Background: an optimization exercise with open tools, aiming at small area, a short achievable clock period and few clock cycles. Do not read the settings as production practice. In this exercise RTL edits were held to simulation tests only and were not proved equivalent to the original. Power and IR drop assume default switching activity.

===== flow/flow/run.sh =====
#!/bin/bash
# The standard layout, with the port buffers made of sky130_fd_sc_hd__buf_2
# (ORFS's buffer_ports otherwise picks clkdlybuf4s50_1, a slow delay cell).
set -euo pipefail
export BUFFER_PORTS_ARGS="-buffer_cell sky130_fd_sc_hd__buf_2"
bash standard.sh > standard.log 2>&1

===== flow/standard.sh =====
#!/bin/bash
# synth_recipe.tcl (not shown) runs the flow's synth.tcl, then flattens the netlist and writes it again
# the make line also repeats each setting of config.mk as NAME=value (left out here)
make -C /OpenROAD-flow-scripts/flow DESIGN_CONFIG=/design/flow/config.mk WORK_HOME=/design/flow/orfs CLKGATE_MAP_FILE= SYNTH_SCRIPT=/design/flow/synth_recipe.tcl "${@:-finish}"

===== flow/config.mk =====
export PLATFORM = sky130hd
export DESIGN_NAME = gemm_controller
export DESIGN_NICKNAME = gemm_controller
export VERILOG_FILES = /design/flow/design.v
export SDC_FILE = /design/flow/constraint.sdc
export NUM_CORES = 4
export LEC_CHECK = 0
export CAP_MARGIN = 20
export CORE_MARGIN = 2
export CORE_UTILIZATION = 40
export PLACE_DENSITY = 0.6
export SLEW_MARGIN = 20

===== flow/constraint.sdc =====
create_clock -name core_clock -period 30.0 [get_ports {clk}]
set_input_delay 6.0000 -clock core_clock [delete_from_list [all_inputs] [get_ports {clk}]]
set_output_delay 6.0000 -clock core_clock [all_outputs]
set_load 0.01 [all_outputs]

===== flow/design.v =====
package mp_types;
  typedef enum logic [1:0] {
    PREC_INT8  = 2'b00,
    PREC_FP16  = 2'b01,
    PREC_FP32  = 2'b10
  } prec_e;
  localparam int W_INT8 = 8;
  localparam int W_FP16 = 16;  
  localparam int W_FP32 = 32;  
  localparam int W_ACC_INT8 = 32;  
endpackage
module mul11_csa (
  input  logic [10:0] a,
  input  logic [10:0] b,
  output logic [21:0] s,
  output logic [21:0] c
);
  logic pp_0_0;
  logic pp_0_1;
  logic pp_0_2;
  logic pp_0_3;
  logic pp_0_4;
  logic pp_0_5;
  logic pp_0_6;
  logic pp_0_7;
  logic pp_0_8;
  logic pp_0_9;
  logic pp_0_10;
  logic pp_1_0;
  logic pp_1_1;
  logic pp_1_2;
  logic pp_1_3;
  logic pp_1_4;
  logic pp_1_5;
  logic pp_1_6;
  logic pp_1_7;
  logic pp_1_8;
  logic pp_1_9;
  logic pp_1_10;
  logic pp_2_0;
  logic pp_2_1;
  logic pp_2_2;
  logic pp_2_3;
  logic pp_2_4;
  logic pp_2_5;
  logic pp_2_6;
  logic pp_2_7;
  logic pp_2_8;
  logic pp_2_9;
  logic pp_2_10;
  logic pp_3_0;
  logic pp_3_1;
  logic pp_3_2;
  logic pp_3_3;
  logic pp_3_4;
  logic pp_3_5;
  logic pp_3_6;
  logic pp_3_7;
  logic pp_3_8;
  logic pp_3_9;
  logic pp_3_10;
  logic pp_4_0;
  logic pp_4_1;
  logic pp_4_2;
  logic pp_4_3;
  logic pp_4_4;
  logic pp_4_5;
  logic pp_4_6;
  logic pp_4_7;
  logic pp_4_8;
  logic pp_4_9;
  logic pp_4_10;
  logic pp_5_0;
  logic pp_5_1;
  logic pp_5_2;
  logic pp_5_3;
  logic pp_5_4;
  logic pp_5_5;
  logic pp_5_6;
  logic pp_5_7;
  logic pp_5_8;
  logic pp_5_9;
  logic pp_5_10;
  logic pp_6_0;
  logic pp_6_1;
  logic pp_6_2;
  logic pp_6_3;
  logic pp_6_4;
  logic pp_6_5;
  logic pp_6_6;
  logic pp_6_7;
  logic pp_6_8;
  logic pp_6_9;
  logic pp_6_10;
  logic pp_7_0;
  logic pp_7_1;
  logic pp_7_2;
  logic pp_7_3;
  logic pp_7_4;
  logic pp_7_5;
  logic pp_7_6;
  logic pp_7_7;
  logic pp_7_8;
  logic pp_7_9;
  logic pp_7_10;
  logic pp_8_0;
  logic pp_8_1;
  logic pp_8_2;
  logic pp_8_3;
  logic pp_8_4;
  logic pp_8_5;
  logic pp_8_6;
  logic pp_8_7;
  logic pp_8_8;
  logic pp_8_9;
  logic pp_8_10;
  logic pp_9_0;
  logic pp_9_1;
  logic pp_9_2;
  logic pp_9_3;
  logic pp_9_4;
  logic pp_9_5;
  logic pp_9_6;
  logic pp_9_7;
  logic pp_9_8;
  logic pp_9_9;
  logic pp_9_10;
  logic pp_10_0;
  logic pp_10_1;
  logic pp_10_2;
  logic pp_10_3;
  logic pp_10_4;
  logic pp_10_5;
  logic pp_10_6;
  logic pp_10_7;
  logic pp_10_8;
  logic pp_10_9;
  logic pp_10_10;
  logic hs0;
  logic hc0;
  logic fs1;
  logic fc1;
  logic hs2;
  logic hc2;
  logic fs3;
  logic fc3;
  logic hs4;
  logic hc4;
  logic fs5;
  logic fc5;
  logic hs6;
  logic hc6;
  logic fs7;
  logic fc7;
  logic hs8;
  logic hc8;
  logic fs9;
  logic fc9;
  logic fs10;
  logic fc10;
  logic hs11;
  logic hc11;
  logic fs12;
  logic fc12;
  logic fs13;
  logic fc13;
  logic fs14;
  logic fc14;
  logic fs15;
  logic fc15;
  logic fs16;
  logic fc16;
  logic fs17;
  logic fc17;
  logic fs18;
  logic fc18;
  logic fs19;
  logic fc19;
  logic fs20;
  logic fc20;
  logic fs21;
  logic fc21;
  logic fs22;
  logic fc22;
  logic fs23;
  logic fc23;
  logic fs24;
  logic fc24;
  logic fs25;
  logic fc25;
  logic fs26;
  logic fc26;
  logic fs27;
  logic fc27;
  logic fs28;
  logic fc28;
  logic fs29;
  logic fc29;
  logic hs30;
  logic hc30;
  logic fs31;
  logic fc31;
  logic hs32;
  logic hc32;
  logic fs33;
  logic fc33;
  logic fs34;
  logic fc34;
  logic fs35;
  logic fc35;
  logic fs36;
  logic fc36;
  logic fs37;
  logic fc37;
  logic fs38;
  logic fc38;
  logic fs39;
  logic fc39;
  logic fs40;
  logic fc40;
  logic fs41;
  logic fc41;
  logic fs42;
  logic fc42;
  logic fs43;
  logic fc43;
  logic fs44;
  logic fc44;
  logic fs45;
  logic fc45;
  logic fs46;
  logic fc46;
  logic fs47;
  logic fc47;
  logic fs48;
  logic fc48;
  logic fs49;
  logic fc49;
  logic fs50;
  logic fc50;
  logic fs51;
  logic fc51;
  logic fs52;
  logic fc52;
  logic fs53;
  logic fc53;
  logic fs54;
  logic fc54;
  logic fs55;
  logic fc55;
  logic hs56;
  logic hc56;
  logic fs57;
  logic fc57;
  logic fs58;
  logic fc58;
  logic fs59;
  logic fc59;
  logic fs60;
  logic fc60;
  logic fs61;
  logic fc61;
  logic fs62;
  logic fc62;
  logic fs63;
  logic fc63;
  logic fs64;
  logic fc64;
  logic fs65;
  logic fc65;
  logic fs66;
  logic fc66;
  logic fs67;
  logic fc67;
  logic fs68;
  logic fc68;
  logic fs69;
  logic fc69;
  logic fs70;
  logic fc70;
  logic fs71;
  logic fc71;
  logic hs72;
  logic hc72;
  logic fs73;
  logic fc73;
  logic fs74;
  logic fc74;
  logic fs75;
  logic fc75;
  logic fs76;
  logic fc76;
  logic fs77;
  logic fc77;
  logic fs78;
  logic fc78;
  logic fs79;
  logic fc79;
  logic fs80;
  logic fc80;
  logic fs81;
  logic fc81;
  logic fs82;
  logic fc82;
  logic fs83;
  logic fc83;
  logic fs84;
  logic fc84;
  logic fs85;
  logic fc85;
  logic fs86;
  logic fc86;
  logic fs87;
  logic fc87;
  logic fs88;
  logic fc88;
  logic fs89;
  logic fc89;
  assign pp_0_0 = a[0] & b[0];
  assign pp_0_1 = a[0] & b[1];
  assign pp_0_2 = a[0] & b[2];
  assign pp_0_3 = a[0] & b[3];
  assign pp_0_4 = a[0] & b[4];
  assign pp_0_5 = a[0] & b[5];
  assign pp_0_6 = a[0] & b[6];
  assign pp_0_7 = a[0] & b[7];
  assign pp_0_8 = a[0] & b[8];
  assign pp_0_9 = a[0] & b[9];
  assign pp_0_10 = a[0] & b[10];
  assign pp_1_0 = a[1] & b[0];
  assign pp_1_1 = a[1] & b[1];
  assign pp_1_2 = a[1] & b[2];
  assign pp_1_3 = a[1] & b[3];
  assign pp_1_4 = a[1] & b[4];
  assign pp_1_5 = a[1] & b[5];
  assign pp_1_6 = a[1] & b[6];
  assign pp_1_7 = a[1] & b[7];
  assign pp_1_8 = a[1] & b[8];
  assign pp_1_9 = a[1] & b[9];
  assign pp_1_10 = a[1] & b[10];
  assign pp_2_0 = a[2] & b[0];
  assign pp_2_1 = a[2] & b[1];
  assign pp_2_2 = a[2] & b[2];
  assign pp_2_3 = a[2] & b[3];
  assign pp_2_4 = a[2] & b[4];
  assign pp_2_5 = a[2] & b[5];
  assign pp_2_6 = a[2] & b[6];
  assign pp_2_7 = a[2] & b[7];
  assign pp_2_8 = a[2] & b[8];
  assign pp_2_9 = a[2] & b[9];
  assign pp_2_10 = a[2] & b[10];
  assign pp_3_0 = a[3] & b[0];
  assign pp_3_1 = a[3] & b[1];
  assign pp_3_2 = a[3] & b[2];
  assign pp_3_3 = a[3] & b[3];
  assign pp_3_4 = a[3] & b[4];
  assign pp_3_5 = a[3] & b[5];
  assign pp_3_6 = a[3] & b[6];
  assign pp_3_7 = a[3] & b[7];
  assign pp_3_8 = a[3] & b[8];
  assign pp_3_9 = a[3] & b[9];
  assign pp_3_10 = a[3] & b[10];
  assign pp_4_0 = a[4] & b[0];
  assign pp_4_1 = a[4] & b[1];
  assign pp_4_2 = a[4] & b[2];
  assign pp_4_3 = a[4] & b[3];
  assign pp_4_4 = a[4] & b[4];
  assign pp_4_5 = a[4] & b[5];
  assign pp_4_6 = a[4] & b[6];
  assign pp_4_7 = a[4] & b[7];
  assign pp_4_8 = a[4] & b[8];
  assign pp_4_9 = a[4] & b[9];
  assign pp_4_10 = a[4] & b[10];
  assign pp_5_0 = a[5] & b[0];
  assign pp_5_1 = a[5] & b[1];
  assign pp_5_2 = a[5] & b[2];
  assign pp_5_3 = a[5] & b[3];
  assign pp_5_4 = a[5] & b[4];
  assign pp_5_5 = a[5] & b[5];
  assign pp_5_6 = a[5] & b[6];
  assign pp_5_7 = a[5] & b[7];
  assign pp_5_8 = a[5] & b[8];
  assign pp_5_9 = a[5] & b[9];
  assign pp_5_10 = a[5] & b[10];
  assign pp_6_0 = a[6] & b[0];
  assign pp_6_1 = a[6] & b[1];
  assign pp_6_2 = a[6] & b[2];
  assign pp_6_3 = a[6] & b[3];
  assign pp_6_4 = a[6] & b[4];
  assign pp_6_5 = a[6] & b[5];
  assign pp_6_6 = a[6] & b[6];
  assign pp_6_7 = a[6] & b[7];
  assign pp_6_8 = a[6] & b[8];
  assign pp_6_9 = a[6] & b[9];
  assign pp_6_10 = a[6] & b[10];
  assign pp_7_0 = a[7] & b[0];
  assign pp_7_1 = a[7] & b[1];
  assign pp_7_2 = a[7] & b[2];
  assign pp_7_3 = a[7] & b[3];
  assign pp_7_4 = a[7] & b[4];
  assign pp_7_5 = a[7] & b[5];
  assign pp_7_6 = a[7] & b[6];
  assign pp_7_7 = a[7] & b[7];
  assign pp_7_8 = a[7] & b[8];
  assign pp_7_9 = a[7] & b[9];
  assign pp_7_10 = a[7] & b[10];
  assign pp_8_0 = a[8] & b[0];
  assign pp_8_1 = a[8] & b[1];
  assign pp_8_2 = a[8] & b[2];
  assign pp_8_3 = a[8] & b[3];
  assign pp_8_4 = a[8] & b[4];
  assign pp_8_5 = a[8] & b[5];
  assign pp_8_6 = a[8] & b[6];
  assign pp_8_7 = a[8] & b[7];
  assign pp_8_8 = a[8] & b[8];
  assign pp_8_9 = a[8] & b[9];
  assign pp_8_10 = a[8] & b[10];
  assign pp_9_0 = a[9] & b[0];
  assign pp_9_1 = a[9] & b[1];
  assign pp_9_2 = a[9] & b[2];
  assign pp_9_3 = a[9] & b[3];
  assign pp_9_4 = a[9] & b[4];
  assign pp_9_5 = a[9] & b[5];
  assign pp_9_6 = a[9] & b[6];
  assign pp_9_7 = a[9] & b[7];
  assign pp_9_8 = a[9] & b[8];
  assign pp_9_9 = a[9] & b[9];
  assign pp_9_10 = a[9] & b[10];
  assign pp_10_0 = a[10] & b[0];
  assign pp_10_1 = a[10] & b[1];
  assign pp_10_2 = a[10] & b[2];
  assign pp_10_3 = a[10] & b[3];
  assign pp_10_4 = a[10] & b[4];
  assign pp_10_5 = a[10] & b[5];
  assign pp_10_6 = a[10] & b[6];
  assign pp_10_7 = a[10] & b[7];
  assign pp_10_8 = a[10] & b[8];
  assign pp_10_9 = a[10] & b[9];
  assign pp_10_10 = a[10] & b[10];
  assign hs0 = pp_0_9 ^ pp_1_8;
  assign hc0 = pp_0_9 & pp_1_8;
  assign fs1 = pp_0_10 ^ pp_1_9 ^ pp_2_8;
  assign fc1 = (pp_0_10 & pp_1_9) | (pp_0_10 & pp_2_8) | (pp_1_9 & pp_2_8);
  assign hs2 = pp_3_7 ^ pp_4_6;
  assign hc2 = pp_3_7 & pp_4_6;
  assign fs3 = pp_1_10 ^ pp_2_9 ^ pp_3_8;
  assign fc3 = (pp_1_10 & pp_2_9) | (pp_1_10 & pp_3_8) | (pp_2_9 & pp_3_8);
  assign hs4 = pp_4_7 ^ pp_5_6;
  assign hc4 = pp_4_7 & pp_5_6;
  assign fs5 = pp_2_10 ^ pp_3_9 ^ pp_4_8;
  assign fc5 = (pp_2_10 & pp_3_9) | (pp_2_10 & pp_4_8) | (pp_3_9 & pp_4_8);
  assign hs6 = pp_0_6 ^ pp_1_5;
  assign hc6 = pp_0_6 & pp_1_5;
  assign fs7 = pp_0_7 ^ pp_1_6 ^ pp_2_5;
  assign fc7 = (pp_0_7 & pp_1_6) | (pp_0_7 & pp_2_5) | (pp_1_6 & pp_2_5);
  assign hs8 = pp_3_4 ^ pp_4_3;
  assign hc8 = pp_3_4 & pp_4_3;
  assign fs9 = pp_0_8 ^ pp_1_7 ^ pp_2_6;
  assign fc9 = (pp_0_8 & pp_1_7) | (pp_0_8 & pp_2_6) | (pp_1_7 & pp_2_6);
  assign fs10 = pp_3_5 ^ pp_4_4 ^ pp_5_3;
  assign fc10 = (pp_3_5 & pp_4_4) | (pp_3_5 & pp_5_3) | (pp_4_4 & pp_5_3);
  assign hs11 = pp_6_2 ^ pp_7_1;
  assign hc11 = pp_6_2 & pp_7_1;
  assign fs12 = pp_2_7 ^ pp_3_6 ^ pp_4_5;
  assign fc12 = (pp_2_7 & pp_3_6) | (pp_2_7 & pp_4_5) | (pp_3_6 & pp_4_5);
  assign fs13 = pp_5_4 ^ pp_6_3 ^ pp_7_2;
  assign fc13 = (pp_5_4 & pp_6_3) | (pp_5_4 & pp_7_2) | (pp_6_3 & pp_7_2);
  assign fs14 = pp_8_1 ^ pp_9_0 ^ hs0;
  assign fc14 = (pp_8_1 & pp_9_0) | (pp_8_1 & hs0) | (pp_9_0 & hs0);
  assign fs15 = pp_5_5 ^ pp_6_4 ^ pp_7_3;
  assign fc15 = (pp_5_5 & pp_6_4) | (pp_5_5 & pp_7_3) | (pp_6_4 & pp_7_3);
  assign fs16 = pp_8_2 ^ pp_9_1 ^ pp_10_0;
  assign fc16 = (pp_8_2 & pp_9_1) | (pp_8_2 & pp_10_0) | (pp_9_1 & pp_10_0);
  assign fs17 = hc0 ^ fs1 ^ hs2;
  assign fc17 = (hc0 & fs1) | (hc0 & hs2) | (fs1 & hs2);
  assign fs18 = pp_6_5 ^ pp_7_4 ^ pp_8_3;
  assign fc18 = (pp_6_5 & pp_7_4) | (pp_6_5 & pp_8_3) | (pp_7_4 & pp_8_3);
  assign fs19 = pp_9_2 ^ pp_10_1 ^ fc1;
  assign fc19 = (pp_9_2 & pp_10_1) | (pp_9_2 & fc1) | (pp_10_1 & fc1);
  assign fs20 = hc2 ^ fs3 ^ hs4;
  assign fc20 = (hc2 & fs3) | (hc2 & hs4) | (fs3 & hs4);
  assign fs21 = pp_5_7 ^ pp_6_6 ^ pp_7_5;
  assign fc21 = (pp_5_7 & pp_6_6) | (pp_5_7 & pp_7_5) | (pp_6_6 & pp_7_5);
  assign fs22 = pp_8_4 ^ pp_9_3 ^ pp_10_2;
  assign fc22 = (pp_8_4 & pp_9_3) | (pp_8_4 & pp_10_2) | (pp_9_3 & pp_10_2);
  assign fs23 = fc3 ^ hc4 ^ fs5;
  assign fc23 = (fc3 & hc4) | (fc3 & fs5) | (hc4 & fs5);
  assign fs24 = pp_3_10 ^ pp_4_9 ^ pp_5_8;
  assign fc24 = (pp_3_10 & pp_4_9) | (pp_3_10 & pp_5_8) | (pp_4_9 & pp_5_8);
  assign fs25 = pp_6_7 ^ pp_7_6 ^ pp_8_5;
  assign fc25 = (pp_6_7 & pp_7_6) | (pp_6_7 & pp_8_5) | (pp_7_6 & pp_8_5);
  assign fs26 = pp_9_4 ^ pp_10_3 ^ fc5;
  assign fc26 = (pp_9_4 & pp_10_3) | (pp_9_4 & fc5) | (pp_10_3 & fc5);
  assign fs27 = pp_4_10 ^ pp_5_9 ^ pp_6_8;
  assign fc27 = (pp_4_10 & pp_5_9) | (pp_4_10 & pp_6_8) | (pp_5_9 & pp_6_8);
  assign fs28 = pp_7_7 ^ pp_8_6 ^ pp_9_5;
  assign fc28 = (pp_7_7 & pp_8_6) | (pp_7_7 & pp_9_5) | (pp_8_6 & pp_9_5);
  assign fs29 = pp_5_10 ^ pp_6_9 ^ pp_7_8;
  assign fc29 = (pp_5_10 & pp_6_9) | (pp_5_10 & pp_7_8) | (pp_6_9 & pp_7_8);
  assign hs30 = pp_0_4 ^ pp_1_3;
  assign hc30 = pp_0_4 & pp_1_3;
  assign fs31 = pp_0_5 ^ pp_1_4 ^ pp_2_3;
  assign fc31 = (pp_0_5 & pp_1_4) | (pp_0_5 & pp_2_3) | (pp_1_4 & pp_2_3);
  assign hs32 = pp_3_2 ^ pp_4_1;
  assign hc32 = pp_3_2 & pp_4_1;
  assign fs33 = pp_2_4 ^ pp_3_3 ^ pp_4_2;
  assign fc33 = (pp_2_4 & pp_3_3) | (pp_2_4 & pp_4_2) | (pp_3_3 & pp_4_2);
  assign fs34 = pp_5_1 ^ pp_6_0 ^ hs6;
  assign fc34 = (pp_5_1 & pp_6_0) | (pp_5_1 & hs6) | (pp_6_0 & hs6);
  assign fs35 = pp_5_2 ^ pp_6_1 ^ pp_7_0;
  assign fc35 = (pp_5_2 & pp_6_1) | (pp_5_2 & pp_7_0) | (pp_6_1 & pp_7_0);
  assign fs36 = hc6 ^ fs7 ^ hs8;
  assign fc36 = (hc6 & fs7) | (hc6 & hs8) | (fs7 & hs8);
  assign fs37 = pp_8_0 ^ fc7 ^ hc8;
  assign fc37 = (pp_8_0 & fc7) | (pp_8_0 & hc8) | (fc7 & hc8);
  assign fs38 = fs9 ^ fs10 ^ hs11;
  assign fc38 = (fs9 & fs10) | (fs9 & hs11) | (fs10 & hs11);
  assign fs39 = fc9 ^ fc10 ^ hc11;
  assign fc39 = (fc9 & fc10) | (fc9 & hc11) | (fc10 & hc11);
  assign fs40 = fs12 ^ fs13 ^ fs14;
  assign fc40 = (fs12 & fs13) | (fs12 & fs14) | (fs13 & fs14);
  assign fs41 = fc12 ^ fc13 ^ fs15;
  assign fc41 = (fc12 & fc13) | (fc12 & fs15) | (fc13 & fs15);
  assign fs42 = fs16 ^ fc14 ^ fs17;
  assign fc42 = (fs16 & fc14) | (fs16 & fs17) | (fc14 & fs17);
  assign fs43 = fc15 ^ fc16 ^ fs18;
  assign fc43 = (fc15 & fc16) | (fc15 & fs18) | (fc16 & fs18);
  assign fs44 = fc17 ^ fs19 ^ fs20;
  assign fc44 = (fc17 & fs19) | (fc17 & fs20) | (fs19 & fs20);
  assign fs45 = fc18 ^ fs21 ^ fs22;
  assign fc45 = (fc18 & fs21) | (fc18 & fs22) | (fs21 & fs22);
  assign fs46 = fc19 ^ fc20 ^ fs23;
  assign fc46 = (fc19 & fc20) | (fc19 & fs23) | (fc20 & fs23);
  assign fs47 = fc21 ^ fc22 ^ fs24;
  assign fc47 = (fc21 & fc22) | (fc21 & fs24) | (fc22 & fs24);
  assign fs48 = fs25 ^ fc23 ^ fs26;
  assign fc48 = (fs25 & fc23) | (fs25 & fs26) | (fc23 & fs26);
  assign fs49 = pp_10_4 ^ fc24 ^ fc25;
  assign fc49 = (pp_10_4 & fc24) | (pp_10_4 & fc25) | (fc24 & fc25);
  assign fs50 = fs27 ^ fs28 ^ fc26;
  assign fc50 = (fs27 & fs28) | (fs27 & fc26) | (fs28 & fc26);
  assign fs51 = pp_8_7 ^ pp_9_6 ^ pp_10_5;
  assign fc51 = (pp_8_7 & pp_9_6) | (pp_8_7 & pp_10_5) | (pp_9_6 & pp_10_5);
  assign fs52 = fc27 ^ fc28 ^ fs29;
  assign fc52 = (fc27 & fc28) | (fc27 & fs29) | (fc28 & fs29);
  assign fs53 = pp_6_10 ^ pp_7_9 ^ pp_8_8;
  assign fc53 = (pp_6_10 & pp_7_9) | (pp_6_10 & pp_8_8) | (pp_7_9 & pp_8_8);
  assign fs54 = pp_9_7 ^ pp_10_6 ^ fc29;
  assign fc54 = (pp_9_7 & pp_10_6) | (pp_9_7 & fc29) | (pp_10_6 & fc29);
  assign fs55 = pp_7_10 ^ pp_8_9 ^ pp_9_8;
  assign fc55 = (pp_7_10 & pp_8_9) | (pp_7_10 & pp_9_8) | (pp_8_9 & pp_9_8);
  assign hs56 = pp_0_3 ^ pp_1_2;
  assign hc56 = pp_0_3 & pp_1_2;
  assign fs57 = pp_2_2 ^ pp_3_1 ^ pp_4_0;
  assign fc57 = (pp_2_2 & pp_3_1) | (pp_2_2 & pp_4_0) | (pp_3_1 & pp_4_0);
  assign fs58 = pp_5_0 ^ hc30 ^ fs31;
  assign fc58 = (pp_5_0 & hc30) | (pp_5_0 & fs31) | (hc30 & fs31);
  assign fs59 = fc31 ^ hc32 ^ fs33;
  assign fc59 = (fc31 & hc32) | (fc31 & fs33) | (hc32 & fs33);
  assign fs60 = fc33 ^ fs35 ^ fc34;
  assign fc60 = (fc33 & fs35) | (fc33 & fc34) | (fs35 & fc34);
  assign fs61 = fc35 ^ fc36 ^ fs37;
  assign fc61 = (fc35 & fc36) | (fc35 & fs37) | (fc36 & fs37);
  assign fs62 = fc37 ^ fc38 ^ fs39;
  assign fc62 = (fc37 & fc38) | (fc37 & fs39) | (fc38 & fs39);
  assign fs63 = fc39 ^ fs41 ^ fc40;
  assign fc63 = (fc39 & fs41) | (fc39 & fc40) | (fs41 & fc40);
  assign fs64 = fc41 ^ fs43 ^ fc42;
  assign fc64 = (fc41 & fs43) | (fc41 & fc42) | (fs43 & fc42);
  assign fs65 = fc43 ^ fs45 ^ fc44;
  assign fc65 = (fc43 & fs45) | (fc43 & fc44) | (fs45 & fc44);
  assign fs66 = fc45 ^ fs47 ^ fc46;
  assign fc66 = (fc45 & fs47) | (fc45 & fc46) | (fs47 & fc46);
  assign fs67 = fc47 ^ fs49 ^ fc48;
  assign fc67 = (fc47 & fs49) | (fc47 & fc48) | (fs49 & fc48);
  assign fs68 = fs51 ^ fc49 ^ fs52;
  assign fc68 = (fs51 & fc49) | (fs51 & fs52) | (fc49 & fs52);
  assign fs69 = fc51 ^ fs53 ^ fc52;
  assign fc69 = (fc51 & fs53) | (fc51 & fc52) | (fs53 & fc52);
  assign fs70 = pp_10_7 ^ fc53 ^ fs55;
  assign fc70 = (pp_10_7 & fc53) | (pp_10_7 & fs55) | (fc53 & fs55);
  assign fs71 = pp_8_10 ^ pp_9_9 ^ pp_10_8;
  assign fc71 = (pp_8_10 & pp_9_9) | (pp_8_10 & pp_10_8) | (pp_9_9 & pp_10_8);
  assign hs72 = pp_0_2 ^ pp_1_1;
  assign hc72 = pp_0_2 & pp_1_1;
  assign fs73 = pp_2_1 ^ pp_3_0 ^ hs56;
  assign fc73 = (pp_2_1 & pp_3_0) | (pp_2_1 & hs56) | (pp_3_0 & hs56);
  assign fs74 = hc56 ^ fs57 ^ hs30;
  assign fc74 = (hc56 & fs57) | (hc56 & hs30) | (fs57 & hs30);
  assign fs75 = fc57 ^ hs32 ^ fs58;
  assign fc75 = (fc57 & hs32) | (fc57 & fs58) | (hs32 & fs58);
  assign fs76 = fc58 ^ fs59 ^ fs34;
  assign fc76 = (fc58 & fs59) | (fc58 & fs34) | (fs59 & fs34);
  assign fs77 = fc59 ^ fs36 ^ fs60;
  assign fc77 = (fc59 & fs36) | (fc59 & fs60) | (fs36 & fs60);
  assign fs78 = fs38 ^ fc60 ^ fs61;
  assign fc78 = (fs38 & fc60) | (fs38 & fs61) | (fc60 & fs61);
  assign fs79 = fc61 ^ fs62 ^ fs40;
  assign fc79 = (fc61 & fs62) | (fc61 & fs40) | (fs62 & fs40);
  assign fs80 = fc62 ^ fs42 ^ fs63;
  assign fc80 = (fc62 & fs42) | (fc62 & fs63) | (fs42 & fs63);
  assign fs81 = fs44 ^ fc63 ^ fs64;
  assign fc81 = (fs44 & fc63) | (fs44 & fs64) | (fc63 & fs64);
  assign fs82 = fs46 ^ fc64 ^ fs65;
  assign fc82 = (fs46 & fc64) | (fs46 & fs65) | (fc64 & fs65);
  assign fs83 = fs48 ^ fc65 ^ fs66;
  assign fc83 = (fs48 & fc65) | (fs48 & fs66) | (fc65 & fs66);
  assign fs84 = fs50 ^ fc66 ^ fs67;
  assign fc84 = (fs50 & fc66) | (fs50 & fs67) | (fc66 & fs67);
  assign fs85 = fs68 ^ fc50 ^ fc67;
  assign fc85 = (fs68 & fc50) | (fs68 & fc67) | (fc50 & fc67);
  assign fs86 = fs54 ^ fc68 ^ fs69;
  assign fc86 = (fs54 & fc68) | (fs54 & fs69) | (fc68 & fs69);
  assign fs87 = fs70 ^ fc54 ^ fc69;
  assign fc87 = (fs70 & fc54) | (fs70 & fc69) | (fc54 & fc69);
  assign fs88 = fs71 ^ fc55 ^ fc70;
  assign fc88 = (fs71 & fc55) | (fs71 & fc70) | (fc55 & fc70);
  assign fs89 = pp_9_10 ^ pp_10_9 ^ fc71;
  assign fc89 = (pp_9_10 & pp_10_9) | (pp_9_10 & fc71) | (pp_10_9 & fc71);
  assign s[0] = pp_0_0;
  assign c[0] = 1'b0;
  assign s[1] = pp_0_1;
  assign c[1] = pp_1_0;
  assign s[2] = hs72;
  assign c[2] = pp_2_0;
  assign s[3] = hc72;
  assign c[3] = fs73;
  assign s[4] = fc73;
  assign c[4] = fs74;
  assign s[5] = fc74;
  assign c[5] = fs75;
  assign s[6] = fc75;
  assign c[6] = fs76;
  assign s[7] = fc76;
  assign c[7] = fs77;
  assign s[8] = fc77;
  assign c[8] = fs78;
  assign s[9] = fc78;
  assign c[9] = fs79;
  assign s[10] = fc79;
  assign c[10] = fs80;
  assign s[11] = fc80;
  assign c[11] = fs81;
  assign s[12] = fc81;
  assign c[12] = fs82;
  assign s[13] = fc82;
  assign c[13] = fs83;
  assign s[14] = fc83;
  assign c[14] = fs84;
  assign s[15] = fc84;
  assign c[15] = fs85;
  assign s[16] = fc85;
  assign c[16] = fs86;
  assign s[17] = fc86;
  assign c[17] = fs87;
  assign s[18] = fc87;
  assign c[18] = fs88;
  assign s[19] = fc88;
  assign c[19] = fs89;
  assign s[20] = fc89;
  assign c[20] = pp_10_10;
  assign s[21] = 1'b0;
  assign c[21] = 1'b0;
endmodule
module pfx_add #(parameter int W = 8) (
  input  logic [W-1:0] a,
  input  logic [W-1:0] b,
  input  logic         cin,
  output logic [W-1:0] s,
  output logic         cout
);
  localparam int L = $clog2(W);
  logic [(L+1)*W-1:0] g, p;
  logic [W-1:0] p0;
  assign p0 = a ^ b;
  assign g[W-1:0] = (a & b) | {{(W-1){1'b0}}, p0[0] & cin};
  assign p[W-1:0] = p0;
  genvar l, i;
  generate
    for (l = 0; l < L; l++) begin : lv
      for (i = 0; i < W; i++) begin : bt
        if ((i >> l) & 1) begin : cmb
          assign g[(l+1)*W+i] = g[l*W+i] | (p[l*W+i] & g[l*W+((i>>l)<<l)-1]);
          assign p[(l+1)*W+i] = p[l*W+i] & p[l*W+((i>>l)<<l)-1];
        end else begin : pass
          assign g[(l+1)*W+i] = g[l*W+i];
          assign p[(l+1)*W+i] = p[l*W+i];
        end
      end
    end
  endgenerate
  assign s    = p0 ^ {g[L*W +: W-1], cin};
  assign cout = g[L*W+W-1];
endmodule
module pfx_inc #(parameter int W = 8) (
  input  logic [W-1:0] x,
  output logic [W:0]   s
);
  logic [W:0] c;    
  assign c[0] = 1'b1;
  genvar i;
  generate
    for (i = 1; i <= W; i++) begin : cy
      assign c[i] = &x[i-1:0];
    end
  endgenerate
  assign s = {1'b0, x} ^ c;
endmodule
module fp16_mul_a (
  input  logic [15:0] a,
  input  logic [15:0] b,
  output logic [23:0] r
);
  logic        a_max, b_max, a_zero, b_zero, a_nan, b_nan, nan, inf, zero;
  logic [21:0] ts, tc, p;
  logic [5:0]  e0;
  mul11_csa u_tree (.a({1'b1, a[9:0]}), .b({1'b1, b[9:0]}), .s(ts), .c(tc));
  pfx_add #(.W(22)) u_cpa (.a(ts), .b(tc), .cin(1'b0), .s(p), .cout());
  always_comb begin
    a_max  = &a[14:10];
    b_max  = &b[14:10];
    a_zero = ~|a[14:10];
    b_zero = ~|b[14:10];
    a_nan  = a_max & (|a[9:0]);
    b_nan  = b_max & (|b[9:0]);
    nan    = a_nan | b_nan | (a_max & b_zero) | (a_zero & b_max);
    inf    = ~nan & (a_max | b_max);
    zero   = ~nan & ~inf & (a_zero | b_zero);
    e0     = {1'b0, a[14:10]} + {1'b0, b[14:10]};
    r      = {nan, inf, zero, a[15] ^ b[15], e0, |p[8:0], p[21:9]};
  end
endmodule
module fp16_mul_b (
  input  logic [23:0] r,
  output logic [15:0] y
);
  logic        nan, inf, zero, s, st_lo;
  logic [5:0]  e0;
  logic [21:9] p;
  logic        hi, st_hi, inc;
  logic [9:0]  frac;
  logic [6:0]  ef0;
  logic [15:0] pk_r;
  assign {nan, inf, zero, s, e0, st_lo, p} = r;
  assign hi   = p[21];
  assign frac = hi ? p[20:11] : p[19:10];
  assign ef0  = {1'b0, e0} - 7'd15 + {6'd0, hi};
  pfx_inc #(.W(15)) u_inc (.x({ef0[4:0], frac}), .s(pk_r));
  always_comb begin
    st_hi = st_lo | p[9];
    inc   = hi ? p[10] & (st_hi | p[11]) : p[9] & (st_lo | p[10]);
    if (nan)
      y = 16'h7e00;
    else if (inf)
      y = {s, 5'h1f, 10'h0};
    else if (zero || ef0[6] || ef0 == 7'd0)
      y = {s, 15'h0};
    else if (ef0 >= 7'd31)
      y = {s, 5'h1f, 10'h0};
    else
      y = {s, inc ? pk_r[14:0] : {ef0[4:0], frac}};
  end
endmodule
module fp16_mul (
  input  logic [15:0] a,
  input  logic [15:0] b,
  output logic [15:0] y
);
  logic [23:0] r;
  fp16_mul_a u_a (.a(a), .b(b), .r(r));
  fp16_mul_b u_b (.r(r), .y(y));
endmodule
module fp16_add_align (
  input  logic [15:0] a,
  input  logic [15:0] b,
  output logic [23:0] r
);
  logic        ge, swap, sx, sy, sub;
  logic [4:0]  ex, ey, d, d_ab, d_ba;
  logic        a_zero, b_zero;
  logic        a_nan, b_nan, a_inf, b_inf, nan, inf, zs;
  logic [13:0] ma, mb, mx, my, my_sh, lost;
  logic        sticky;
  logic [14:0] sum;
  pfx_add #(.W(15)) u_cmp (.a(a[14:0]), .b(~b[14:0]), .cin(1'b1), .s(), .cout(ge));
  pfx_add #(.W(15)) u_add (.a({1'b0, mx}), .b({1'b0, my_sh} ^ {15{sub}}), .cin(sub), .s(sum), .cout());
  always_comb begin
    a_zero = ~|a[14:10];
    b_zero = ~|b[14:10];
    a_nan  = (&a[14:10]) & (|a[9:0]);
    b_nan  = (&b[14:10]) & (|b[9:0]);
    a_inf  = (&a[14:10]) & ~(|a[9:0]);
    b_inf  = (&b[14:10]) & ~(|b[9:0]);
    nan    = a_nan | b_nan | (a_inf & b_inf & (a[15] ^ b[15]));
    inf    = a_inf | b_inf;
    zs     = a_zero & b_zero & a[15] & b[15];
    ma   = a_zero ? 14'h0 : {1'b1, a[9:0], 3'b000};
    mb   = b_zero ? 14'h0 : {1'b1, b[9:0], 3'b000};
    d_ab = a[14:10] - b[14:10];
    d_ba = b[14:10] - a[14:10];
    swap = ~ge;
    sub  = a[15] ^ b[15];
    if (swap) begin
      sx = b[15]; ex = b[14:10]; mx = mb; my = ma; d = d_ba;
    end else begin
      sx = a[15]; ex = a[14:10]; mx = ma; my = mb; d = d_ab;
    end
    lost = my & ~(14'h3fff << d);
    if (d >= 5'd14) begin
      my_sh  = 14'h0;
      sticky = |my;
    end else begin
      my_sh  = my >> d;
      sticky = |lost;
    end
    my_sh[0] = my_sh[0] | sticky;
    r = {nan, inf, zs, sx, ex, sum};
  end
endmodule
module fp16_add_norm (
  input  logic [23:0] r,
  output logic [15:0] y
);
  logic        nan, inf, zs, sx;
  logic [4:0]  ex;
  logic [14:0] sum;
  logic [13:0] n;
  logic [3:0]  lz;
  logic        g, st, inc, uf;
  logic [5:0]  e;
  logic [15:0] pk_r;
  pfx_inc #(.W(15)) u_inc (.x({e[4:0], n[12:3]}), .s(pk_r));
  always_comb begin
    {nan, inf, zs, sx, ex, sum} = r;
    lz = 4'd0;
    for (int q = 0; q <= 13; q++)
      if (sum[q]) lz = 4'(13 - q);
    if (sum[14]) begin
      n  = {sum[14:2], sum[1] | sum[0]};
      e  = {1'b0, ex} + 6'd1;
      uf = 1'b0;
    end else begin
      n  = sum[13:0] << lz;
      e  = {1'b0, ex} - {2'b00, lz};
      uf = {1'b0, lz} >= ex;
    end
    g   = n[2];
    st  = n[1] | n[0];
    inc = g & (st | n[3]);
    if (nan)
      y = 16'h7e00;
    else if (inf)
      y = {sx, 5'h1f, 10'h0};
    else if (sum == 15'h0)
      y = {zs, 15'h0};
    else if (uf)
      y = {sx, 15'h0};
    else if (e >= 6'd31)
      y = {sx, 5'h1f, 10'h0};
    else
      y = {sx, inc ? pk_r[14:0] : {e[4:0], n[12:3]}};
  end
endmodule
module gemm_controller (
  input  logic        clk,
  input  logic        rstn,
  input  logic        start,
  input  logic [15:0] M, K, Ncols,
  output logic        done,
  output logic [13:0] addr_A,
  input  logic [31:0] data_A,
  output logic [13:0] addr_B,
  input  logic [31:0] data_B,
  output logic [13:0] addr_C,
  output logic [31:0] data_C,
  output logic        we_C
);
  logic [13:0] n_q;                 
  logic [13:0] k_q;
  logic        busy, ph, gnew;
  logic        adv1;                
  logic [1:0]  bub;                 
  logic [13:0] kl;                  
  logic [13:0] alt_A, alt_B;        
  logic [13:0] col, rb0;            
  logic        rstep;               
  logic [13:0] rows_left;           
  logic        more;                
  logic        b_c1v, b_r1v, b_re, b_fin;    
  logic        col_end1, col_end2, c1v, lastcol, r1v, lastrow;
  logic        k_is1, kl_is2, go, issue, s0, s1, s0_new, stop, load0, load1, klast, f0_kl1;
  logic [13:0] col_p1, rb1;
  logic        f0_k0, f0_kl;
  logic [5:1]  k0_p;                
  logic        adr_ph, d_ph;        
  logic [5:0]  la;                  
  logic [3:0]  slot0, slot1;        
  logic        wp, rp;              
  logic        q1, q2, q3;          
  logic        w_c1v, w_r1v, w_re, w_fin;
  logic [13:0] wbase;               
  logic [3:0]  w_rd;                
  logic [13:0] wsum, wnext;
  logic        rst_q;               
  logic [15:0] a0_r, a1_r, b_r, b1_r;
  logic [23:0] pm0, pm0_c, pm1, pm1_c, mid0, mid0_c, mid1, mid1_c;
  logic [15:0] prod0, prod0_c, prod1, prod1_c, prod1d, acc0, acc1, y0, y1, acc0_in, acc1_in, dc;
  assign col_p1   = col + 14'd1;
  assign col_end1 = col_p1 == n_q;                     
  assign col_end2 = (col_p1 + 14'd1) == n_q;           
  assign c1v      = !col_end1;
  assign lastcol  = col_end1 || col_end2;
  assign r1v      = rows_left != 14'd1;
  assign lastrow  = (rows_left == 14'd1) || (rows_left == 14'd2);
  assign rb1      = rb0 + k_q;
  assign k_is1    = (k_q == 14'd1);
  assign kl_is2   = (kl == 14'd2);
  assign go     = !busy && start;
  assign issue  = busy && (bub == 2'd0);
  assign s0     = issue && !ph;
  assign s1     = issue && ph;
  assign s0_new = s0 && gnew;
  assign stop   = s0_new && !more;
  assign load0  = s0_new && more;
  assign load1  = s1 && f0_k0;
  assign klast  = gnew ? k_is1 : kl_is2;      
  assign f0_kl1 = adv1 ? k_is1 : f0_kl;       
  always_ff @(posedge clk) begin
    if (!rstn) busy <= 1'b0;
    else if (go) busy <= 1'b1;
    else if (stop) busy <= 1'b0;
  end
  always_ff @(posedge clk) begin
    n_q <= Ncols[13:0];
    k_q <= K[13:0];
    adv1 <= go;
    if (!busy) begin
      rows_left <= M[13:0];
      ph <= 1'b0; gnew <= 1'b1; more <= 1'b1; bub <= 2'd0;
      col <= '0; rb0 <= '0; rstep <= 1'b0;
      if (go) begin
        ph <= 1'b1; gnew <= 1'b0;
        f0_k0 <= 1'b1;
      end
    end else begin
      rstep <= 1'b0;
      if (rstep) rb0 <= rb1;
      if (bub != 2'd0) bub <= bub - 2'd1;
      if (issue) ph <= ~ph;
      if (s0) begin
        f0_k0 <= gnew;
        f0_kl <= klast;
        kl    <= gnew ? k_q : kl - 14'd1;
      end
      if (adv1)
        kl <= k_q;
      if (load0) begin
        gnew <= 1'b0;
      end else if (s1 && f0_kl1) begin
        gnew <= 1'b1;
        if (k_is1) bub <= 2'd2;
      end
      if (load0 || adv1) begin
        b_c1v <= c1v; b_r1v <= r1v; b_re <= lastcol; b_fin <= lastcol && lastrow;
      end
      if (load1) begin
        if (lastcol) begin
          col <= '0;
          rb0 <= rb1; rstep <= 1'b1;
          rows_left <= rows_left - 14'd2;
          if (lastrow) more <= 1'b0;
        end else
          col <= col + 14'd2;
      end
    end
    if (!busy) begin
      addr_A <= '0; addr_B <= '0;
    end else if (load0) begin
      addr_A <= rb0; addr_B <= col;
    end else if (load1) begin
      addr_A <= rb1; addr_B <= col_p1;
    end else begin
      addr_A <= alt_A + 14'd1; addr_B <= alt_B + n_q;
    end
    alt_A <= addr_A;
    alt_B <= addr_B;
  end
  always_ff @(posedge clk) begin
    adr_ph <= issue && ph;
    d_ph   <= adr_ph;
    k0_p <= {k0_p[4:1], f0_k0};
  end
  always_ff @(posedge clk) begin
    if (!rstn) begin
      la <= '0; wp <= 1'b0; rp <= 1'b0;
      q1 <= 1'b0; q2 <= 1'b0; q3 <= 1'b0;
      we_C <= 1'b0; done <= 1'b0;
    end else begin
      la <= {la[4:1], la[0] || (adv1 && k_is1), s0 && !stop && klast};
      if ((s0 && !stop && klast) || (adv1 && k_is1)) wp <= ~wp;
      if (la[5]) rp <= ~rp;
      q1 <= la[5]; q2 <= q1; q3 <= q2;
      we_C <= la[5] | (q1 & w_c1v) | (q2 & w_r1v) | (q3 & w_r1v & w_c1v);
      done <= (la[5] & w_rd[0] & ~w_rd[3] & ~w_rd[2]) |
              (q1 & w_fin & w_c1v & ~w_r1v) |
              (q2 & w_fin & w_r1v & ~w_c1v) |
              (q3 & w_fin & w_r1v & w_c1v);
    end
  end
  assign w_rd = rp ? slot1 : slot0;
  always_ff @(posedge clk) begin
    if ((s0 && !stop && klast) || (adv1 && k_is1)) begin
      if (wp) slot1 <= (gnew || adv1) ? {c1v, r1v, lastcol, lastcol && lastrow} : {b_c1v, b_r1v, b_re, b_fin};
      else    slot0 <= (gnew || adv1) ? {c1v, r1v, lastcol, lastcol && lastrow} : {b_c1v, b_r1v, b_re, b_fin};
    end
  end
  assign wsum  = wbase + ((q2 || q3) ? n_q : 14'd0) + {13'd0, q1 || q3};
  assign wnext = wbase + (w_re ? {n_q[13:1], 1'b0} : 14'd0) + 14'd2;
  always_ff @(posedge clk) begin
    if (la[5]) begin
      {w_c1v, w_r1v, w_re, w_fin} <= w_rd;
    end
    rst_q <= !rstn;
    if (rst_q || (q3 && w_fin))
      wbase <= '0;
    else if (q3)
      wbase <= wnext;
    addr_C <= wsum;
  end
  always_ff @(posedge clk) begin
    if (!d_ph) a0_r <= data_A[15:0];
    else       a1_r <= data_A[15:0];
    b_r  <= data_B[15:0];
    b1_r <= b_r;
  end
  fp16_mul_a u_m0a (.a(a0_r), .b(b_r),  .r(pm0_c));
  fp16_mul_b u_m0b (.r(pm0), .y(prod0_c));
  fp16_mul_a u_m1a (.a(a1_r), .b(b1_r), .r(pm1_c));
  fp16_mul_b u_m1b (.r(pm1), .y(prod1_c));
  assign acc0_in = {y0[15] & ~k0_p[3], y0[14:10] & {5{~k0_p[3]}}, y0[9:0]};
  assign acc1_in = {y1[15] & ~k0_p[5], y1[14:10] & {5{~k0_p[5]}}, y1[9:0]};
  fp16_add_align u_al0 (.a(acc0), .b(prod0),  .r(mid0_c));
  fp16_add_norm  u_nr0 (.r(mid0), .y(y0));
  fp16_add_align u_al1 (.a(acc1), .b(prod1d), .r(mid1_c));
  fp16_add_norm  u_nr1 (.r(mid1), .y(y1));
  always_ff @(posedge clk) begin
    pm0    <= pm0_c;
    pm1    <= pm1_c;
    prod0  <= prod0_c;
    prod1  <= prod1_c;
    prod1d <= prod1;
    mid0   <= mid0_c;
    mid1   <= mid1_c;
    acc0   <= acc0_in;
    acc1   <= acc1_in;
    dc     <= (q2 || q3) ? y1 : y0;
  end
  assign data_C = {16'h0000, dc};
endmodule

==> results.py, run 1 <==
metrics = {
    "layout": {
        "drive_gt1_frac": 0.0931,
        "area_growth_pct": 10.7,
        "final_common_cell": "dfxtp_1",
        "diodes": 0,
        "multi_input_area_um2": 20500,
        "final_cell_mix": "dfxtp_1, nand2_1, inv_1, nor2_1, ha_1",
        "final_nets": 4233,
        "fillers": 7821,
        "layout.cells.non_filler": 4808,
        "regArea_um2": 10200,
    },
    "clocking": {
        "post-cts-setup-buffers": 0,
        "cts_tree": "done",
        "clk_pin_slew_ns": 0.06,
        "htree_levels": 2,
        "clock-sinks": 469,
        "root_buffer": "clkbuf_16",
        "clockBufferDepth": 3,
        "cts-resized-gates": 0,
        "numCtsBuffers": 54,
        "clk_latency_ns": 0.63,
        "holdBufCountCts": 0,
    },
    "worst_setup_path": {
        "regToRegSetupSlack_ns": 22.83,
        "start_kind": "flop",
        "critPathTopFamily": "flip-flops",
        "reg2regPathDepth": 24,
        "worstPathCellList": "buf_2",
        "r2r_end": "mid1[13]",
        "r2r-start": "prod1d[10]",
        "cp_slowest_stage_delay_ns": 0.40,
        "worstPathArrival_ns": 1.18,
        "critical_path_depth": 1,
        "crit_type": "flop to output pin",
        "cp-endpoint": "addr_A[11]",
        "worstSetupEndpointType": "output pin",
        "worst-path-max-fanout": 2,
        "crit_required_ns": 24.00,
        "crit_buf_inv": 1,
        "cp_slowest_cell": "dfxtp_1",
        "crit_start": "addr_A[11]",
    },
    "power_and_ir_drop": {
        "p_leak_nw": 15.7,
        "powerDensity_nw_per_um2": 110,
        "switching_share": 0.457,
        "seqPwrFrac": 0.245,
        "ir_drop_mv": 0.0749,
        "p_int_mw": 2.15,
        "power_frac_clock": 0.176,
        "pwr-share-comb": 0.579,
        "switchingPower_mw": 1.81,
    },
    "logic_synthesis": {
        "synth_flop_cell": "dfxtp_1",
        "synth_area_per_cell_um2": 8.93,
        "ys_warn_count": 5,
        "synth_cells": 3639,
        "synth_edf_count": 80,
        "syn-cell-area_um2": 32500,
        "postSynth.asyncResetShare": 0,
        "synth.distinct_cells": 92,
        "synth_seq_cells": 469,
        "seq_area_frac_synth": 0.314,
    },
    "timing": {
        "finalHoldViolCount": 0,
        "clock_skew_ns": 0.0306,
        "rsz0062_at_grt": "no",
        "finalSetupViolations": 0,
        "max_freq_mhz": 139,
        "whs_ns": 0.325,
        "drv_slew": 0,
        "max_slew_margin": 0.260,
        "layout_setup_ws_ns": 22.82,
        "tns_ns": 0,
        "min_period_ns": 7.18,
        "min_period_over_period": 0.239,
        "tightestPinTransition_ns": 1.11,
    },
    "global_routing": {
        "grt_max_degree": 63,
        "antenna_found_initial": 3,
        "gr-total-overflow": 0,
        "grt_pass1_wl_um": 129000,
        "grt_usage": 0.190,
        "grt_pass1_vias": 24500,
    },
    "floorplanning": {
        "io_pins": 191,
        "num_rows": 104,
        "core-area_um2": 80500,
        "die_area_um2": 83500,
        "fp.dieW_um": 289,
        "start_util": 0.403,
        "die_y_um": 289,
    },
    "detailed_routing": {
        "wl_um": 79300,
        "via_per_inst": 5.20,
        "drt_pass1_iterations": 5,
        "vias": 25000,
        "post_drt_wl_per_cell_um": 16.5,
        "ant_nets": 0,
        "drcViolationCount": 0,
        "drt_iter0_markers": 1606,
    },
    "placed_design": {
        "gp_congestion": 0.884,
        "dp_cells": 4706,
        "place_ws_ns": 22.84,
        "dp_hpwl_um": 60000,
        "port_buffers": 136,
    },
    "run": {
        "maxCapViolCount": 0,
    },
    "min_path": {
        "hold_start": "prod1[5]",
        "hold_path.class": "flop to flop",
    },
    "run_status": {
        "outcome": "timing/DRC/antenna clean",
    },
}
==> sequential cells by signal, summed over array words and instances (netlist names), 24 cells and up <==
signal	count
pm1	24
mid0	24
mid1	24
pm0	24
==> through the flow <==
stage | utilization | power (mW) | area (um^2)
after global routing | 0.447 | 4.32 | 36000
final | 0.447 | 3.96 | 36000
after floorplan | - | 2.70 | 32600
after global placement | 0.423 | 3.23 | 34000
after CTS | 0.447 | 3.97 | 36000
after detailed placement | 0.423 | 3.25 | 34000
==> worst min-delay path by stage <==
stage                 end  slack (ns)  cells after the start
2_1_floorplan        d_ph        0.31                      0
3_3_place_gp   prod1d[13]        0.31                      0
3_5_place_dp      k0_p[5]        0.31                      0
4_1_cts         prod1d[5]        0.33                      0
5_1_grt        prod1d[10]        0.33                      0
6_report        prod1d[5]        0.32                      0
==> cell usage after synthesis, types with 6 or more instances <==
cell type | number | share of area
dfxtp_1 | 389 | 0.24
nand2_1 | 358 | 0.041
inv_1 | 324 | 0.037
nor2_1 | 308 | 0.036
ha_1 | 232 | 0.089
a21oi_1 | 194 | 0.030
fa_1 | 184 | 0.11
xnor2_1 | 163 | 0.044
and2_1 | 160 | 0.031
o21ai_0 | 159 | 0.024
clkbuf_1 | 126 | 0.015
nand3_1 | 96 | 0.015
edfxtp_1 | 80 | 0.074
mux2i_1 | 78 | 0.024
nor3_1 | 77 | 0.012
xor2_1 | 77 | 0.021
a21o_1 | 48 | 0.011
mux2_2 | 42 | 0.015
nand2b_1 | 37 | 0.0071
nor2b_1 | 35 | 0.0067
nor4_1 | 35 | 0.0067
nand4_1 | 33 | 0.0064
and3_1 | 31 | 0.0060
a31oi_1 | 26 | 0.0050
a211oi_1 | 24 | 0.0055
o21bai_1 | 24 | 0.0055
buf_4 | 18 | 0.0042
o211ai_1 | 18 | 0.0042
buf_1 | 15 | 0.0017
o21a_1 | 15 | 0.0035
or3_1 | 15 | 0.0029
or4_1 | 15 | 0.0035
o22ai_1 | 13 | 0.0025
o31ai_1 | 13 | 0.0030
mux4_2 | 12 | 0.0083
nor3b_1 | 11 | 0.0025
or2_2 | 11 | 0.0021
a21boi_0 | 10 | 0.0023
a221oi_1 | 8 | 0.0022
a31o_2 | 8 | 0.0022
nand3b_1 | 6 | 0.0014
==> power by group through the flow <==
stage	clock, mW	combinational, mW	sequential [mW]
after global placement	0	2.26	0.977
after floorplan	0	1.80	0.896
after global routing	0.742	2.59	0.988
after CTS	0.717	2.29	0.966
final	0.696	2.30	0.971
after detailed placement	0	2.27	0.977
==> per-layer routing <==
layer | global-route usage | share of wire | vias to the layer above
met5 | 0 | 0.00014 | -
met4 | 0.0409 | 0.017 | 2
met3 | 0.0238 | 0.044 | 90
met2 | 0.313 | 0.46 | 510
met1 | 0.267 | 0.48 | 11900
li1 | - | - | 12500
==> cell families after synthesis <==
family | count (synthesis) | synth area share
AOI/OAI and AO/OA | 644 | 0.128
DFF | 469 | 0.314
xor gates and xnor gates | 241 | 0.0652
adders and majority gates | 416 | 0.203
other | 1 | 0.000115
buffers and inverters | 490 | 0.0587
muxes | 133 | 0.0472
and+or+nand+nor | 1245 | 0.185
==> area by class of cell <==
class,count,share of cell area
Multi-Input combinational cell,2695,0.569
Sequential cell,469,0.283
Clock buffer,68,0.0425
Tap cell,1060,0.0369
Inverter,330,0.0344
Timing Repair Buffer,152,0.0223
Clock inverter,34,0.0113
Testbench counts, summed over its fixed seeds: cycles 38,269.
==> run 2, diff against run 1 <==
--- a/flow/design.v
+++ b/flow/design.v
@@ -832,15 +832,16 @@
   pfx_inc #(.W(15)) u_inc (.x({e[4:0], n[12:3]}), .s(pk_r));
   always_comb begin
     {nan, inf, zs, sx, ex, sum} = r;
-    lz = 4'd0;
-    for (int q = 0; q <= 13; q++)
-      if (sum[q]) lz = 4'(13 - q);
+    n = sum[13:0];
+    lz[3] = ~|n[13:6]; if (lz[3]) n = {n[5:0], 8'h00};
+    lz[2] = ~|n[13:10]; if (lz[2]) n = {n[9:0], 4'h0};
+    lz[1] = ~|n[13:12]; if (lz[1]) n = {n[11:0], 2'b00};
+    lz[0] = ~n[13];     if (lz[0]) n = {n[12:0], 1'b0};
     if (sum[14]) begin
       n  = {sum[14:2], sum[1] | sum[0]};
       e  = {1'b0, ex} + 6'd1;
       uf = 1'b0;
     end else begin
-      n  = sum[13:0] << lz;
       e  = {1'b0, ex} - {2'b00, lz};
       uf = {1'b0, lz} >= ex;
     end
==> run 2 against run 1 <==
First-iteration DRC count down 4.0%. Hold slack better by 0.00077 ns. Area after synthesis up 0.38%. Via count increased by 0.85%. Die area increased by 0.37%. Sequential share of layout area barely moved. Still clean on timing, DRC and antenna. Fmax up 0.51%. Count of clock-buffer cells in the layout rose by 9. Clock power decreased by 5.7%. Wire length fell by 0.78%. Combinational power increased by 3%. Clock skew decreased by 0.0060 ns.
==> results.py, run 2 <==
metrics = {
    "run_status": {
        "outcome": "timing/DRC/antenna clean",
    },
    "floorplanning": {
        "num_rows": 104,
        "start_util": 0.404,
        "io_pins": 191,
        "die_area_um2": 83900,
        "core-area_um2": 80700,
        "fp.dieW_um": 290,
        "die_y_um": 290,
    },
    "logic_synthesis": {
        "synth_edf_count": 80,
        "synth_cells": 3664,
        "synth_top_area_frac": 0.239,
        "synth_seq_cells": 469,
        "yosysMostFrequentCell": "dfxtp_1",
        "synth.distinct_cells": 89,
        "synth_area_leaders": "dfxtp_1, fa_1, ha_1, edfxtp_1, xnor2_1",
        "synth_area_per_cell_um2": 8.90,
        "yosys-top-cells-count": "dfxtp_1, nand2_1, inv_1",
        "seq_area_frac_synth": 0.312,
        "yosys.area.top_type": "dfxtp_1",
        "postSynth.asyncResetShare": 0,
        "syn-cell-area_um2": 32600,
        "synth_flop_cell": "dfxtp_1",
        "ys_warn_count": 5,
    },
    "worst_setup_path": {
        "crit_buf_inv": 1,
        "reg2regPathDepth": 22,
        "crit_start": "addr_A[13]",
        "r2r_end": "mid0[9]",
        "crit_required_ns": 24.00,
        "start_kind": "flop",
        "cp_slowest_cell": "dfxtp_1",
        "worst-path-max-fanout": 2,
        "critical_path_depth": 1,
        "cp-endpoint": "addr_A[13]",
        "critPathTopFamily": "flip-flops",
        "worstPathArrival_ns": 1.14,
        "worstSetupEndpointType": "output pin",
        "r2r-start": "prod0[10]",
        "cp_slowest_stage_delay_ns": 0.39,
        "regToRegSetupSlack_ns": 23.36,
        "worstPathCellList": "buf_2",
        "crit_type": "flop to output pin",
    },
    "layout": {
        "diodes": 0,
        "final_nets": 4252,
        "final_core_utilization": 0.445,
        "final_common_cell": "dfxtp_1",
        "layout.cells.non_filler": 4825,
        "fillers": 8022,
        "area_growth_pct": 10.1,
        "drive_gt1_frac": 0.0882,
        "final_cell_mix": "dfxtp_1, nand2_1, inv_1, nor2_1, ha_1",
        "stdcell_area_um2": 35900,
    },
    "clocking": {
        "numCtsBuffers": 53,
        "clockBufferDepth": 3,
        "cts-resized-gates": 0,
        "post-cts-setup-buffers": 0,
        "clock-sinks": 469,
        "clk_latency_ns": 0.61,
        "holdBufCountCts": 0,
        "clk_pin_slew_ns": 0.06,
        "cts_tree": "done",
        "htree_levels": 2,
        "root_buffer": "clkbuf_16",
    },
    "timing": {
        "layout_setup_ws_ns": 22.86,
        "max_freq_mhz": 140,
        "whs_ns": 0.326,
        "min_period_ns": 7.14,
        "finalSetupViolations": 0,
        "drv_slew": 0,
        "tightestPinTransition_ns": 1.07,
        "rsz0062_at_grt": "no",
        "finalHoldViolCount": 0,
        "max_slew_margin": 0.281,
        "min_period_over_period": 0.238,
        "tns_ns": 0,
        "clock_skew_ns": 0.0247,
    },
    "detailed_routing": {
        "wl_um": 78700,
        "ant_nets": 0,
        "drt_pass1_iterations": 5,
        "drt_iter0_markers": 1541,
        "via_per_inst": 5.23,
        "drcViolationCount": 0,
        "vias": 25200,
        "post_drt_wl_per_cell_um": 16.3,
    },
    "global_routing": {
        "grt_pass1_wl_um": 128000,
        "grt_max_degree": 50,
        "grt_usage": 0.187,
        "gr-total-overflow": 0,
        "antenna_found_initial": 1,
        "grt_pass1_vias": 24500,
    },
    "power_and_ir_drop": {
        "p_leak_nw": 15.7,
        "ir_drop_mv": 0.0554,
        "powerDensity_nw_per_um2": 111,
        "total_power_mw": 4.00,
    },
    "placed_design": {
        "dp_hpwl_um": 59400,
        "gp_congestion": 0.871,
        "port_buffers": 136,
        "place_area_um2": 34100,
        "place_ws_ns": 23.16,
        "dp_cells": 4726,
    },
    "run": {
        "maxCapViolCount": 0,
    },
    "min_path": {
        "hold_path.class": "flop to flop",
        "hold_start": "prod1[10]",
    },
}
run 2: changes by cell type after synthesis, sizes merged, moves of 9 or more:
cell    previous run  this run
o211ai            18        41
nand2b            37        22
nand2            358       346
inv              327       338
a211oi            26        36
mux4              12         2
nor2             308       299
nor3              77        68
run 2: cell type report:
class,count,area (um^2),share of cell area
repair buffers,152,801,0.0223
multi-input cells,2705,20500,0.572
well taps,1060,1330,0.0369
clock inverters,22,244,0.00679
inverters,340,1280,0.0356
flip-flops and latches,469,10200,0.284
clock buffers,77,1550,0.0431
run 2: layer usage:
layer / part of all wire / global-route usage / up-vias
met5: 0 / 0 / -
met4: 0.021 / 0.0481 / 0
met3: 0.042 / 0.0232 / 118
met2: 0.45 / 0.304 / 507
met1: 0.48 / 0.263 / 12000
li1: - / - / 12600
run 2: power breakdown:
| group | internal, mW | switching, mW | total, mW |
|---|---|---|---|
| combinational | 0.966 | 1.40 | 2.37 |
| sequential | 0.798 | 0.179 | 0.976 |
| clock | 0.388 | 0.267 | 0.656 |
run 2: worst reg2reg max path: stages, from the launching register on:
cell and delay [ns]:
dfxtp_1 0.42, inv_1 0.08, ha_1 0.73, nand4_1 0.27
o31ai_1 0.73, a21oi_2 0.16, buf_4 0.26, o211ai_1 0.67
and2_1 0.26, nand2_1 0.08, a21oi_1 0.22, a21oi_1 0.09
a211o_1 0.27, a211oi_1 0.28, a21o_1 0.15, ha_1 0.15
ha_1 0.20, and4_1 0.21, nand4_1 0.11, a311oi_1 0.48
inv_1 0.14, fa_1 0.45, xnor2_1 0.13
run 2: worst min-delay path by stage:
stage                            end  slack, ns  cells past startpoint
final                     prod1d[10]       0.33                      0
after floorplan                 d_ph       0.31                      0
after detailed placement  prod1d[12]       0.31                      0
after global routing       prod1d[1]       0.33                      0
after CTS                 prod1d[12]       0.33                      0
after global placement       k0_p[5]       0.31                      0
run 2: kinds of logic (layout without fill, tap and decap cells):
kind of cell,Yosys count,count (layout),share of synthesized area
AOI/OAI and AO/OA,698,698,0.139
xor gates and xnor gates,244,244,0.0655
adders and majority gates,416,416,0.202
buffers and inverters,505,591,0.0609
DFF,469,469,0.312
muxes,123,123,0.0401
other,1,16,0.000115
and+or+nand+nor,1208,1208,0.180
Testbench counts of run 2, summed over its fixed seeds: cycles 38,269.
==> run 3, diff against run 2 <==
--- a/flow/design.v
+++ b/flow/design.v
@@ -916,7 +916,7 @@
   assign rb1      = rb0 + k_q;
   assign k_is1    = (k_q == 14'd1);
   assign kl_is2   = (kl == 14'd2);
-  assign go     = !busy && start;
+  assign go     = !busy && start && rstn;    
   assign issue  = busy && (bub == 2'd0);
   assign s0     = issue && !ph;
   assign s1     = issue && ph;
==> run 3 against run 2 <==
Still clean on timing, DRC and antenna. Final area is 0.36% higher. Wire length is 0.36% lower. Cell count is 0.25% higher. Non-clock buffer count is 1 higher. Count of clock-buffer cells in the layout is 5 lower. Largest cell class unchanged.
==> results.py, run 3 <==
metrics = {
    "power_and_ir_drop": {
        "p_leak_nw": 15.7,
        "ir_drop_mv": 0.0580,
        "powerDensity_nw_per_um2": 108,
    },
    "worst_setup_path": {
        "worstPathArrival_ns": 1.12,
        "crit_start": "addr_B[6]",
        "worst-path-max-fanout": 2,
        "cp_slowest_cell": "dfxtp_1",
        "r2r-start": "prod0[10]",
        "critPathTopFamily": "flip-flops",
        "worstPathCellList": "buf_2",
        "cp_slowest_stage_delay_ns": 0.37,
        "crit_required_ns": 24.00,
        "crit_buf_inv": 1,
        "worstSetupEndpointType": "output pin",
        "crit_type": "flop to output pin",
        "start_kind": "flop",
    },
    "global_routing": {
        "use_met2": 0.294,
        "gr-total-overflow": 0,
        "grt_max_degree": 44,
        "grt_use_met3": 0.0239,
        "grt_usage": 0.185,
        "grt_pass1_vias": 24600,
        "grt_pass1_wl_um": 129000,
        "grt_busiest_layer": "met2",
        "met1_usage": 0.262,
        "antenna_found_initial": 2,
    },
    "logic_synthesis": {
        "synth_seq_cells": 469,
        "synth_xor_xnor_area_share": 0.0630,
        "synth.distinct_cells": 102,
        "seq_area_frac_synth": 0.311,
        "synth_edf_count": 80,
        "syn-cell-area_um2": 32800,
        "synthSimpleGateAreaFrac": 0.187,
        "synth_mux_area_frac": 0.0391,
        "synthAdderAreaFrac": 0.201,
        "postSynth.asyncResetShare": 0,
        "synth_area_per_cell_um2": 8.92,
        "synth_top_family_by_area": "adder cells",
        "synth-compound-area-share": 0.139,
        "yosys-top-cells-count": "dfxtp_1, nand2_1, inv_1",
        "synth_area_leaders": "dfxtp_1, fa_1, ha_1, edfxtp_1, xnor2_1",
        "synth_flop_cell": "dfxtp_1",
        "synth_top_area_frac": 0.237,
        "ys_warn_count": 5,
        "yosysMostFrequentCell": "dfxtp_1",
        "synth_cells": 3676,
        "yosys.area.top_type": "dfxtp_1",
    },
    "floorplanning": {
        "start_util": 0.402,
        "die_area_um2": 84300,
        "num_rows": 105,
        "fp.dieW_um": 290,
        "core-area_um2": 81600,
        "io_pins": 191,
        "die_y_um": 290,
    },
    "layout": {
        "fillers": 7919,
        "multi_input_area_um2": 20700,
        "final_common_cell": "dfxtp_1",
        "diodes": 0,
        "area_growth_pct": 9.95,
        "regArea_um2": 10200,
        "final_cell_mix": "dfxtp_1, nand2_1, inv_1, nor2_1, ha_1",
        "final_nets": 4255,
        "drive_gt1_frac": 0.0913,
    },
    "clocking": {
        "post-cts-setup-buffers": 0,
        "clockBufferDepth": 3,
        "root_buffer": "clkbuf_16",
        "numCtsBuffers": 52,
        "cts_tree": "done",
        "htree_levels": 2,
        "clk_pin_slew_ns": 0.06,
        "holdBufCountCts": 0,
        "clk_latency_ns": 0.60,
        "clock-sinks": 469,
        "cts-resized-gates": 0,
    },
    "timing": {
        "tns_ns": 0,
        "clock_skew_ns": 0.0307,
        "whs_ns": 0.323,
        "min_period_ns": 7.12,
        "drv_slew": 0,
        "min_period_over_period": 0.237,
        "finalSetupViolations": 0,
        "max_slew_margin": 0.313,
        "max_freq_mhz": 141,
        "finalHoldViolCount": 0,
        "tightestPinTransition_ns": 1.03,
        "rsz0062_at_grt": "no",
    },
    "min_path": {
        "hold_start": "prod1[4]",
        "hold_path.class": "flop to flop",
    },
    "run_status": {
        "outcome": "timing/DRC/antenna clean",
    },
    "detailed_routing": {
        "ant_nets": 0,
        "drt_pass1_iterations": 5,
        "wl_um": 78400,
        "vias": 25400,
        "via_per_inst": 5.26,
        "post_drt_wl_per_cell_um": 16.2,
        "drcViolationCount": 0,
        "drt_iter0_markers": 1722,
    },
    "placed_design": {
        "dp_hpwl_um": 60200,
        "gp_congestion": 0.911,
        "port_buffers": 136,
    },
    "run": {
        "maxCapViolCount": 0,
    },
}
[run 3: changes by cell type in the layout (fill, tap and decap cells not counted), moves of 8 or more]
cell and change:
o21ai_0 -13, and2_1 +12, nor2_1 +11, inv_1 -10, xor2_1 -9, mux2i_1 -8, o21bai_1 -8
[run 3: area by class of cell]
class | count | area share
Multi-Input combinational cell | 2722 | 0.575
Sequential cell | 469 | 0.283
Clock buffer | 72 | 0.0425
Tap cell | 1070 | 0.0371
Inverter | 326 | 0.0339
Timing Repair Buffer | 153 | 0.0224
Clock inverter | 25 | 0.00694
[run 3: kinds of logic (layout without fill, tap and decap cells)]
logic type	Yosys count	in the layout
AO/OA/AOI/OAI	694	694
multiplexers	115	115
AND/OR/NAND/NOR	1246	1246
XOR/XNOR	235	235
flip-flops	469	469
buffers and inverters	500	576
other	1	16
adder cells (fa/ha/maj)	416	416
[run 3: per-layer routing]
metal | wire, um | share of wire | vias to the layer above
li1 | - | - | 12600
met3 | 4040 | 0.051 | 125
met4 | 2150 | 0.027 | 0
met5 | 0 | 0 | -
met1 | 37400 | 0.48 | 12000
met2 | 34800 | 0.44 | 653
[run 3: report_power, final]
part           leakage, nW  switching (mW)  internal [mW]  total [mW]
registers             3.99           0.179          0.801       0.980
clock network        0.872           0.265          0.386       0.650
logic                 10.9            1.35          0.929        2.28
[run 3: worst paths after layout]
| check | slack, ns | end | cells after the start |
|---|---|---|---|
| worst max-delay path | 22.88 | addr_B[6] | 1 |
| worst min-delay path | 0.32 | prod1d[4] | 0 |
| worst max register to register | 23.57 | mid0[9] | 23 |
| worst min register to register | 0.32 | prod1d[4] | 0 |
[run 3: metrics by stage]
step                cell area (um^2)  setup WS [ns]   util  total power, mW  instances
floorplan                      32900          23.43      -             2.70       3691
global placement               34300          23.04  0.420             3.23       4740
detailed placement             34300          23.03  0.420             3.24       4740
CTS                            36100          22.85  0.442             3.91       4837
global route                   36100          22.83  0.442             4.26       4837
finish                         36100          22.88  0.442             3.91       4837
Testbench counts of run 3, summed over its fixed seeds: cycles 38,269.

==> separate check: timing with driven ports <==
Ports are ideal in the flow. The routed layouts listed here were re-timed in OpenROAD.
Step 1 sets driving cells, clkbuf_16 on the clock port and buf_2 on the other inputs (assumed; they add their load-dependent delay and slew).
Step 2 also shifts input and output timing later by t, the mid clock arrival at the registers, as if the neighbouring blocks saw the same clock.
Three values: ideal ports, drivers, drivers and shift; two values: the first two.
run	t, ns	slack for setup (ns)	worst setup path after step 2	worst slew at a driven data input, ns	pins driven straight from the clock port
run 1	0.677	22.819 / 22.754 / 22.834	register to register	0.06	1
run 2	0.655	22.855 / 22.792 / 23.133	input to register	0.05	1
run 3	0.649	22.883 / 22.816 / 23.004	input to register	0.05	1
After both steps every run listed still meets setup and hold.
